This is an optimization exercise on Yosys and OpenROAD, whose aim is small area and a short achievable clock period, not a production implementation. The RTL was checked by simulation tests, not by an equivalence proof against the original design. The clock cells of this run come from the design's own scripts or RTL, not from TritonCTS. The clock input has no modelled driver; a real chip could not lean on it and would need a root buffer or a full tree. No activity file was given, so power comes from the tool's default toggle rates.

==> config.mk <==
export PLATFORM = sky130hd
export DESIGN_NAME = hb_task_queue_top
export DESIGN_NICKNAME = hb_task_queue_top
export VERILOG_FILES = /design/flow/design.v
export SDC_FILE = /design/flow/constraint.sdc
export NUM_CORES = 4
export LEC_CHECK = 0
export CAP_MARGIN = 20
export CORE_MARGIN = 2
export CORE_UTILIZATION = 60
export PLACE_DENSITY = 0.72
export SETUP_SLACK_MARGIN = 1.9
export SLEW_MARGIN = 20
export SYNTH_HIERARCHICAL = 1
export SYNTH_MINIMUM_KEEP_SIZE = 0
==> constraint.sdc <==
create_clock -name core_clock -period 3.6 [get_ports {clk}]
set_input_delay 0.7200 -clock core_clock [delete_from_list [all_inputs] [get_ports {clk}]]
set_output_delay 0.7200 -clock core_clock [all_outputs]
set_load 0.01 [all_outputs]
==> design.v <==
module hb_task_queue_core #(
    parameter DEPTH = 16,
    parameter WIDTH = 32
)(
    input  logic clk,
    input  logic reset,                  
    input  logic push_req,
    input  logic [WIDTH-1:0] data_in,
    output logic full,
    output logic valid_out,
    output logic [WIDTH-1:0] data_out,
    input  logic pop_req,
    output logic empty                   
);
    localparam RDEPTH = DEPTH - 1;       
    logic [WIDTH-1:0]  head_q;
    logic [WIDTH-1:0]  slot [0:RDEPTH-1];
    logic [DEPTH:0]    nocc;             
    logic [DEPTH:0]    occ;              
    logic [RDEPTH-1:0] rsel;             
    logic              valid_q, full_q;  
    logic              le1_q;            
    logic              mid_q;            
    assign data_out  = head_q;
    assign valid_out = valid_q;
    assign full      = full_q;
    assign empty     = occ[0];
    assign occ       = ~nocc;
    wire head_en = occ[0] || pop_req;
    logic [WIDTH-1:0] head_d;
    always_comb begin
        head_d = le1_q ? data_in : '0;
        for (int j = 0; j < RDEPTH; j++)
            head_d = head_d | (rsel[j] ? slot[j] : '0);
    end
    always_ff @(posedge clk) begin
        if (head_en)
            head_q <= head_d;
    end
    wire shift = push_req && mid_q;
    always_ff @(posedge clk) begin
        if (shift) begin
            slot[0] <= data_in;
            for (int j = 1; j < RDEPTH; j++)
                slot[j] <= slot[j-1];
        end
    end
    logic [DEPTH:0] occ_up, occ_dn, occ_both;
    always_comb begin
        occ_up            = {occ[DEPTH-1:0], 1'b0};
        occ_up[DEPTH]     = occ[DEPTH-1] | occ[DEPTH];
        occ_dn            = {1'b0, occ[DEPTH:1]};
        occ_dn[0]         = occ[0] | occ[1];
        occ_both          = occ;
        occ_both[0]       = 1'b0;
        occ_both[1]       = occ[0] | occ[1];
        occ_both[DEPTH-1] = occ[DEPTH-1] | occ[DEPTH];
        occ_both[DEPTH]   = 1'b0;
    end
    logic s_hold, s_push, s_pop, s_both;
    hb_req_decode decode (
        .push_req(push_req),
        .pop_req(pop_req),
        .reset(reset),
        .s_hold(s_hold),
        .s_push(s_push),
        .s_pop(s_pop),
        .s_both(s_both)
    );
    wire [DEPTH:0] occ_n = ({(DEPTH+1){s_hold}} & occ)
                         | ({(DEPTH+1){s_push}} & occ_up)
                         | ({(DEPTH+1){s_pop}}  & occ_dn)
                         | ({(DEPTH+1){s_both}} & occ_both)
                         | {{DEPTH{1'b0}}, reset};
    always_ff @(posedge clk) begin
        nocc    <= ~occ_n;
        rsel    <= occ_n[DEPTH:2];
        valid_q <= !occ_n[0];
        full_q  <= occ_n[DEPTH];
        le1_q   <= occ_n[0] | occ_n[1];
        mid_q   <= !occ_n[0] && !occ_n[DEPTH];
    end
endmodule
module hb_req_decode (
    input  logic push_req,
    input  logic pop_req,
    input  logic reset,
    output logic s_hold,
    output logic s_push,
    output logic s_pop,
    output logic s_both
);
    assign s_hold = !reset && !push_req && !pop_req;
    assign s_push = !reset &&  push_req && !pop_req;
    assign s_pop  = !reset && !push_req &&  pop_req;
    assign s_both = !reset &&  push_req &&  pop_req;
endmodule
module hb_task_distributor (
    input  logic clk,
    input  logic reset,                  
    input  logic in_valid,
    input  logic [31:0] in_data,
    output logic out_valid,
    output logic [31:0] out_data,
    input  logic consumer_ready
);
    logic buffered_valid;                
    logic buffered_empty;                
    logic [31:0] buffered_data;
    assign out_valid = buffered_valid;
    assign out_data  = buffered_data;
    always_ff @(posedge clk) begin
        if (in_valid && buffered_empty)
            buffered_data <= in_data;
        else
            buffered_data <= buffered_data & {32{!buffered_empty}};
    end
    logic valid_n;
    always_comb begin
        if (buffered_empty)
            valid_n = in_valid;
        else
            valid_n = !consumer_ready;
    end
    always_ff @(posedge clk) begin
        if (reset) begin
            buffered_valid <= 1'b0;
            buffered_empty <= 1'b1;
        end else begin
            buffered_valid <= valid_n;
            buffered_empty <= !valid_n;
        end
    end
endmodule
module hb_arbiter_banked (
    input  logic clk,
    input  logic reset,                  
    input  logic in_valid,
    input  logic [31:0] in_data,
    output logic [1:0] grant_out,
    output logic [1:0] served_bank
);
    logic rr;
    logic [1:0] grant;
    assign grant_out   = grant;
    assign served_bank = grant;
    always_ff @(posedge clk) begin
        if (reset) begin
            grant <= 2'b00;
            rr    <= 1'b0;
        end else begin
            grant <= in_valid ? (rr ? 2'b10 : 2'b01) : 2'b00;
            if (in_valid) rr <= ~rr;
        end
    end
endmodule
module hb_task_queue_top (
    input  logic        clk,
    input  logic        reset,             
    input  logic        push_req,
    input  logic [31:0] data_in,
    input  logic        pop_req,
    output logic        full,
    output logic        valid_out,
    output logic [31:0] data_out,
    input  logic        consumer_ready,
    output logic        dist_out_valid,
    output logic [31:0] dist_out_data,
    output logic [1:0]  grant_out,
    output logic [1:0]  served_bank
);
    logic q_empty;
    hb_task_queue_core #(.DEPTH(16), .WIDTH(32)) dut_queue (
        .clk(clk),
        .reset(reset),
        .push_req(push_req),
        .data_in(data_in),
        .full(full),
        .valid_out(valid_out),
        .data_out(data_out),
        .pop_req(pop_req),
        .empty(q_empty)
    );
    hb_task_distributor distributor (
        .clk(clk),
        .reset(reset),
        .in_valid(!q_empty),
        .in_data(data_out),
        .out_valid(dist_out_valid),
        .out_data(dist_out_data),
        .consumer_ready(consumer_ready)
    );
    hb_arbiter_banked arbiter (
        .clk(clk),
        .reset(reset),
        .in_valid(!q_empty),
        .in_data(data_out),
        .grant_out(grant_out),
        .served_bank(served_bank)
    );
endmodule
==> flow/run.sh <==
#!/bin/bash
# Own layout flow: the standard ORFS flow, with three changes:
#  - after global placement, flow/post_gp.tcl builds balanced buffer trees
#    for the nets with very many loads;
#  - the clock tree is built by flow/pre_cts.tcl (two inverter levels) in
#    place of TritonCTS;
#  - every port gets a buf_2 as its port buffer.
# Each ORFS step writes its full log under orfs/logs/; make's own output goes
# to flow_make.log in the work folder.
set -euo pipefail
W=$(pwd)
bash standard.sh \
  POST_GLOBAL_PLACE_TCL="$W/flow/post_gp.tcl" \
  PRE_CTS_TCL="$W/flow/pre_cts.tcl" \
  BUFFER_PORTS_ARGS="-buffer_cell sky130_fd_sc_hd__buf_2" \
  finish > "$W/flow_make.log" 2>&1
==> flow/ftree.tcl <==
# Balanced buffer trees for high-fanout signal nets, built right after global
# placement: the sinks of each net with more than MAXFO loads are split by
# recursive bisection of their locations into compact groups of at most
# LEAF loads, one buffer per group at the group's centre; if that makes more
# than TOP buffers, they are grouped the same way under another level.
proc ft_bisect {pts k} {
  if {$k <= 1} { return [list $pts] }
  set xs [lmap p $pts {lindex $p 1}]; set ys [lmap p $pts {lindex $p 2}]
  set dx [expr {[tcl::mathfunc::max {*}$xs] - [tcl::mathfunc::min {*}$xs]}]
  set dy [expr {[tcl::mathfunc::max {*}$ys] - [tcl::mathfunc::min {*}$ys]}]
  set idx [expr {$dx >= $dy ? 1 : 2}]
  set s [lsort -real -index $idx $pts]
  set k1 [expr {$k / 2}]; set k2 [expr {$k - $k1}]
  set cut [expr {round([llength $s] * double($k1) / $k)}]
  return [concat [ft_bisect [lrange $s 0 [expr {$cut-1}]] $k1] [ft_bisect [lrange $s $cut end] $k2]]
}

# pts: list of {iterm x y}; returns list of {buffer-input-iterm x y}
proc ft_level {net pts groupsize cell tag} {
  set block [ord::get_db_block]
  set master [[ord::get_db] findMaster $cell]
  set k [expr {([llength $pts] + $groupsize - 1) / $groupsize}]
  set out {}
  set i 0
  foreach g [ft_bisect $pts $k] {
    set sx 0; set sy 0
    foreach p $g { set sx [expr {$sx + [lindex $p 1]}]; set sy [expr {$sy + [lindex $p 2]}] }
    set cx [expr {round($sx / [llength $g])}]; set cy [expr {round($sy / [llength $g])}]
    set name "ftree_${tag}_$i"
    set inst [odb::dbInst_create $block $master $name]
    set onet [odb::dbNet_create $block "${name}_net"]
    foreach p $g { set it [lindex $p 0]; $it disconnect; $it connect $onet }
    [$inst findITerm X] connect $onet
    [$inst findITerm A] connect $net
    $inst setLocation $cx $cy
    $inst setPlacementStatus PLACED
    lappend out [list [$inst findITerm A] $cx $cy]
    incr i
  }
  return $out
}

# Buffers that global placement or synthesis left on a net (not the port
# buffers) are taken out first, so that each tree is built from the real
# loads.
proc ft_is_buf {inst} {
  set m [[$inst getMaster] getName]
  set n [$inst getName]
  if {[string match input* $n] || [string match output* $n]} { return 0 }
  return [expr {[string match sky130_fd_sc_hd__buf_* $m] || [string match sky130_fd_sc_hd__clkbuf_* $m]}]
}
proc ft_outnet {inst} {
  foreach it [$inst getITerms] { if {[$it isOutputSignal]} { return [$it getNet] } }
  return ""
}
# leaves of net through buffers: list of iterms; bufs collects the buffers
proc ft_leaves {net bufsVar} {
  upvar $bufsVar bufs
  set leaves {}
  foreach it [$net getITerms] {
    if {[$it isOutputSignal]} { continue }
    set inst [$it getInst]
    if {[ft_is_buf $inst]} {
      set on [ft_outnet $inst]
      if {$on ne "" && [llength [$on getBTerms]] == 0} {
        lappend bufs $inst
        set leaves [concat $leaves [ft_leaves $on bufs]]
        continue
      }
    }
    lappend leaves $it
  }
  return $leaves
}

proc fanout_trees2 {maxfo leaf top leafcell topcell} {
  set block [ord::get_db_block]
  set todo {}
  foreach net [$block getNets] {
    if {[$net getSigType] ne "SIGNAL"} { continue }
    if {[llength [$net getBTerms]] > 0} { continue }
    set drv ""
    foreach it [$net getITerms] { if {[$it isOutputSignal]} { set drv [$it getInst] } }
    if {$drv eq "" || [ft_is_buf $drv]} { continue }
    set bufs {}
    set leaves [ft_leaves $net bufs]
    if {[llength $leaves] > $maxfo} { lappend todo [list $net $leaves $bufs] }
  }
  set n 0
  foreach t $todo {
    lassign $t net leaves bufs
    foreach b $bufs {
      set on [ft_outnet $b]
      foreach it [$b getITerms] { if {[$it getNet] ne ""} { $it disconnect } }
      odb::dbInst_destroy $b
      if {$on ne "" && [llength [$on getITerms]] == 0} { odb::dbNet_destroy $on }
    }
    set sinks {}
    foreach it $leaves {
      $it disconnect; $it connect $net
      lassign [$it getAvgXY] ok x y
      lappend sinks [list $it $x $y]
    }
    puts "fanout_trees: net [$net getName]: [llength $sinks] loads, removed [llength $bufs] buffers"
    set lvl [ft_level $net $sinks $leaf $leafcell "${n}_l"]
    if {[llength $lvl] > $top} {
      set lvl [ft_level $net $lvl $top $topcell "${n}_t"]
    }
    puts "fanout_trees:   [llength $lvl] buffers on the driver"
    incr n
  }
}
==> flow/mtree.tcl <==
# Manual two-level clock tree: NROOT root cells fed by the clock port, each
# driving a group of leaf cells; each leaf cell drives a cluster of sinks.
# The cells may be buffers or inverters (two inverter levels keep the
# clock's polarity).
proc manual_cts {nroot nleaf rootcell leafcell} {
  set block [ord::get_db_block]
  set db [ord::get_db]
  set clknet [$block findNet clk]
  set sinks {}
  foreach it [$clknet getITerms] {
    lassign [$it getAvgXY] ok x y
    lappend sinks [list $it $x $y]
  }
  set n [llength $sinks]
  puts "manual_cts: $n sinks"
  # balanced recursive bisection into nleaf clusters
  proc bisect {pts k} {
    if {$k <= 1} { return [list $pts] }
    set xs [lmap p $pts {lindex $p 1}]; set ys [lmap p $pts {lindex $p 2}]
    set dx [expr {[tcl::mathfunc::max {*}$xs] - [tcl::mathfunc::min {*}$xs]}]
    set dy [expr {[tcl::mathfunc::max {*}$ys] - [tcl::mathfunc::min {*}$ys]}]
    set idx [expr {$dx >= $dy ? 1 : 2}]
    set s [lsort -real -index $idx $pts]
    set k1 [expr {$k / 2}]; set k2 [expr {$k - $k1}]
    set cut [expr {round([llength $s] * double($k1) / $k)}]
    return [concat [bisect [lrange $s 0 [expr {$cut-1}]] $k1] [bisect [lrange $s $cut end] $k2]]
  }
  set clusters [bisect $sinks $nleaf]
  set lmaster [$db findMaster $leafcell]
  set rmaster [$db findMaster $rootcell]
  set leaves {}
  set i 0
  foreach c $clusters {
    set sx 0; set sy 0
    foreach p $c { set sx [expr {$sx + [lindex $p 1]}]; set sy [expr {$sy + [lindex $p 2]}] }
    set cx [expr {round($sx / [llength $c])}]; set cy [expr {round($sy / [llength $c])}]
    set inst [odb::dbInst_create $block $lmaster "clkbuf_leaf_m$i"]
    set net [odb::dbNet_create $block "clknet_leaf_m$i"]
    $net setSigType CLOCK
    foreach p $c { set it [lindex $p 0]; $it disconnect; $it connect $net }
    [outpin $inst] connect $net
    $inst setLocation $cx $cy
    $inst setPlacementStatus PLACED
    lappend leaves [list $inst $cx $cy]
    incr i
  }
  set groups [bisect $leaves $nroot]
  set i 0
  foreach g $groups {
    set sx 0; set sy 0
    foreach p $g { set sx [expr {$sx + [lindex $p 1]}]; set sy [expr {$sy + [lindex $p 2]}] }
    set cx [expr {round($sx / [llength $g])}]; set cy [expr {round($sy / [llength $g])}]
    set inst [odb::dbInst_create $block $rmaster "clkbuf_root_m$i"]
    set net [odb::dbNet_create $block "clknet_root_m$i"]
    $net setSigType CLOCK
    foreach p $g { [[lindex $p 0] findITerm A] connect $net }
    [outpin $inst] connect $net
    [$inst findITerm A] connect $clknet
    $inst setLocation $cx $cy
    $inst setPlacementStatus PLACED
    incr i
  }
  $clknet setSigType CLOCK
  puts "manual_cts: [llength $clusters] leaves, [llength $groups] roots"
}
proc outpin {inst} {
  foreach it [$inst getITerms] { if {[$it isOutputSignal]} { return $it } }
}
==> flow/post_gp.tcl <==
# Sourced by ORFS's global_place.tcl after global placement
# (POST_GLOBAL_PLACE_TCL): replaces the buffering of every signal net with
# more than 40 loads (in this design the shift enable of the 15-slot buffer,
# 480 enable pins) by a balanced two-level tree of compact groups.
source [file join [file dirname [info script]] ftree.tcl]
fanout_trees2 40 24 6 sky130_fd_sc_hd__buf_8 sky130_fd_sc_hd__buf_12
==> flow/pre_cts.tcl <==
# Sourced by ORFS's cts.tcl before clock tree synthesis (PRE_CTS_TCL).
# Replaces TritonCTS with a two-level tree built by manual_cts: four root
# inverters on the clock port, each driving a group of leaf inverters, each
# leaf inverter driving a compact cluster of about 24 flip-flops. Two
# single-stage inverter levels instead of TritonCTS's three buffer levels:
# the clock arrives at every register earlier, with the same small skew.
source [file join [file dirname [info script]] mtree.tcl]

rename clock_tree_synthesis tritoncts_clock_tree_synthesis
proc clock_tree_synthesis {args} {
  set n [llength [[[ord::get_db_block] findNet clk] getITerms]]
  set nleaf [expr {max(4, ($n + 23) / 24)}]
  manual_cts 4 $nleaf sky130_fd_sc_hd__inv_16 sky130_fd_sc_hd__inv_16
  set_propagated_clock [all_clocks]
}
==> standard.sh <==
#!/bin/bash
# synth_recipe.tcl (not shown) runs the flow's synth.tcl, then flattens the netlist and writes it again
# the make line also repeats each setting of config.mk as NAME=value (left out here)
make -C /OpenROAD-flow-scripts/flow DESIGN_CONFIG=/design/flow/config.mk WORK_HOME=/design/flow/orfs CLKGATE_MAP_FILE= SYNTH_SCRIPT=/design/flow/synth_recipe.tcl "${@:-finish}"
==> results.sh <==
export IMPL_die_y_um=188.8
export IMPL_synth_fp_nets=1141
export IMPL_grt_max_degree=33
export IMPL_grt_pass1_wl_um=67410
export IMPL_hpwl_um=26010
export IMPL_syn_cell_area_um2=20480
export IMPL_diodes=0
export IMPL_synth_top_cell_area_share_pct=75.06
export IMPL_grt_util_met2_pct=40.67
export IMPL_drtAntennaViolNets=0
export IMPL_reg2regPathDepth=3
export IMPL_fin_nets=1277
export IMPL_min_period_ps=1722
export IMPL_yosysUniqueCellTypes=34
export IMPL_grtUsageMet3_pct=4.004
export IMPL_die_x_um=188.8
export IMPL_hold_path_depth=2
export IMPL_design_area_um2=22600
export IMPL_path_class="primary input to register"
export IMPL_synth_seq_area_share_pct=82.00
export IMPL_met1_usage_pct=37.62
export IMPL_dieArea_um2=35630
export IMPL_num_vias=11240
export IMPL_powerDensity_nw_per_um2=508.0
export IMPL_finClkSkew_ps=22.30
export IMPL_path_max_fanout=5
export IMPL_yosysWarnings=10
export IMPL_fin_crit_sh_pct=47.83
export IMPL_rsz0062_at_grt="yes"
export IMPL_end_kind="register"
export IMPL_synth_area_leaders="edfxtp_1 75%, dfxtp_1 6.9%, a22o_1 5.5%, a221oi_1 5.5%, nand4_1 0.98%"
export IMPL_busiest_layer="met2"
export IMPL_numPortBuffers=107
export IMPL_synth_edf_count=512
export IMPL_clk_insertion_delay_late_ps=200
export IMPL_place_area_um2=21860
export IMPL_overflow=0
export IMPL_drive_above_1_share_pct=17.28
export IMPL_hold_viol_final=0
export IMPL_required_ps=3690
export IMPL_initial_core_util_pct=60.93
export IMPL_drt_iter0_drc=1284
export IMPL_cap_violations=0
export IMPL_relSlewSlack_pct=51.41
export IMPL_wl_per_cell_um=27.16
export IMPL_power_leakage_uw=0.007505
export IMPL_irDropWorstVdd_uv=379.5
export IMPL_synth_common_cells="512 x edfxtp_1, 129 x a22o_1, 128 x a221oi_1"
export IMPL_grt_antenna_before_repair=0
export IMPL_fillerInstances=2179
export IMPL_synth_cells=1104
export IMPL_syn2layout_area_growth_pct=10.31
export IMPL_ys_ff_latch=583
export IMPL_drv_slew=0
export IMPL_std_cell_rows=67
export IMPL_synthArstFlopShare_pct=0
export IMPL_fmaxAchievable_mhz=580.7
export IMPL_synthFlopType="edfxtp_1"
export IMPL_holdCritPathClass="register to register"
export IMPL_grtUsageTotal_pct=25.27
export IMPL_routed_wl_um=45490
export IMPL_critPathLaunchType="primary input"
export IMPL_status="no timing/DRC/antenna violations"
export IMPL_cp_data_arrival_time_ps=1810
export IMPL_via_per_inst=6.713
export IMPL_setup_violations_final=0
export IMPL_synth_most_common_cell="edfxtp_1"
export IMPL_synth_area_per_cell_um2=18.55
export IMPL_tightest_slew_ps=728.8
export IMPL_fin_util_pct=67.22
export IMPL_core_um2=33620
export IMPL_grt_pass1_vias=10770
export IMPL_yosys_area_top_type="edfxtp_1"
export IMPL_first_pass_iters=5
export IMPL_holdBufCountCts=0
export IMPL_drc=0
export IMPL_io_pins=108
export IMPL_clk_pin_slew_ps=70
cell type report:
cell class                 instances  area, µm²  share of cell area, %
multi-input combinational        409       3269                  14.47
tap                              448      560.5                  2.481
sequential                       583      16810                  74.40
buffer                            27      425.4                  1.883
timing repair buffer             130      760.7                  3.367
inverter                          78      768.2                  3.400
registers in the layout, summed over array words and instances, names as in the netlist:
register,cells
dut_queue.slot,480
distributor.buffered_data,32
dut_queue.head_q,32
dut_queue.nocc,17
dut_queue.rsel,15
arbiter.grant,2
arbiter.rr,1
distributor.buffered_empty,1
distributor.buffered_valid,1
dut_queue.le1_q,1
dut_queue.mid_q,1
power breakdown:
| part | total [µW] | leakage [µW] | internal, µW | switching, µW |
|---|---|---|---|---|
| logic | 597 | 0.00181 | 226 | 371 |
| registers | 7910 | 0.00541 | 7720 | 188 |
| clock network | 2970 | 0.000284 | 533 | 2440 |
layout by cell type (no fill, tap or decap), drive strengths merged:
cell type	instances
a221oi	128
nand2b	12
edfxtp	512
nor3b	3
o21ba	1
nor2	6
nor2b	3
dfxtp	71
o21ai	31
a22o	129
inv	77
buf	157
clkinvlp	1
o21a	1
o22ai	1
a2111oi	1
or2b	1
o221a	2
o221ai	14
and2b	1
xnor2	1
o21bai	1
and2	2
nand4	32
nand3	31
nand2	3
or3b	1
nor3	2
and3b	2
Yosys stat by module, one instance, submodules excluded, excerpt:
module,cells inside,flops+latches
hb_arbiter_banked,9,3
hb_task_queue_top,1,0
hb_task_distributor,143,34
hb_req_decode,4,0
final timing paths:
kind	slack, ps	startpoint	endpoint
setup / recovery	1880	pop_req	dut_queue.le1_q$_DFF_P_
hold / removal	440	distributor.buffered_data[18]$_DFF_P_	distributor.buffered_data[18]$_DFF_P_
setup reg to reg	1900	dut_queue.rsel[1]$_DFF_P_	dut_queue.head_q[13]$_DFFE_PP_
hold reg to reg	440	distributor.buffered_data[18]$_DFF_P_	distributor.buffered_data[18]$_DFF_P_
stage by stage:
step                TNS [ps]  instances  worst slack [ps]  hold slack, ps  total power [µW]
finish                     0       1675              1878           441.9             11480
global route               0       1675              1836           452.9             11870
CTS                        0       1674              1817           442.6             11550
detailed placement         0       1640              1275           434.3              8645
global placement           0       1624              1317           427.4              8570
floorplan            -427470       1104            -890.6           426.7              8339
logic make-up after synthesis:
family	after synthesis	share of synthesized area, %
buffers and inverters	112	2.413
AOI/OAI and AO/OA	309	12.74
xor gates and xnor gates	1	0.04277
DFF	583	82.00
and+or+nand+nor	99	2.804
critical path: stages:
cell and delay (ps):
buf_8 110, nor3b_4 150, nor2b_4 130, a2111oi_4 330, or3b_1 370
routing by layer:
metal | wire, µm | share of wire [%] | vias up
met4 | 867 | 1.9 | 0
li1 | - | - | 4853
met1 | 18300 | 40 | 5708
met5 | 0 | 0 | -
met2 | 21850 | 48 | 626
met3 | 4479 | 9.8 | 57
timing repair:
action / CTS / global route
buffers inserted: 5 / 1
gates resized for setup: 22 / 10
setup endpoints to repair: 470 / 23
endpoints found under the hold margin: 0 / 0
pin swaps: 3 / 1

port drivers added, routing unchanged:
In the flow no input, the clock included, has a driving cell. The finished layout below was timed again as built, in two steps. Step 1, drivers: a clkbuf_16 drives clk and a buf_2 each remaining input, both assumed. Step 2 adds t to the input delays and takes it off the output delays; t is the mean of the earliest and latest rising clock arrival at the registers after step 1. Input paths then give back, and output paths get back, about the clock's delay inside the block. Three values: ideal, step 1, step 2; two values: the first two.
shift t [ns]: 0.409
setup slack, ns: 1.878 / 1.739 / 1.647
latest minus earliest clock arrival (ns): 0.023 / 0.024
worst register clock-pin slew, ns: 0.08 / 0.08
cell pins on the clock port's net: 4
After both steps setup and hold are still met in this run. For this run, drivers alone change the setup slack by -0.139 ns; drivers and shift together by -0.231 ns.
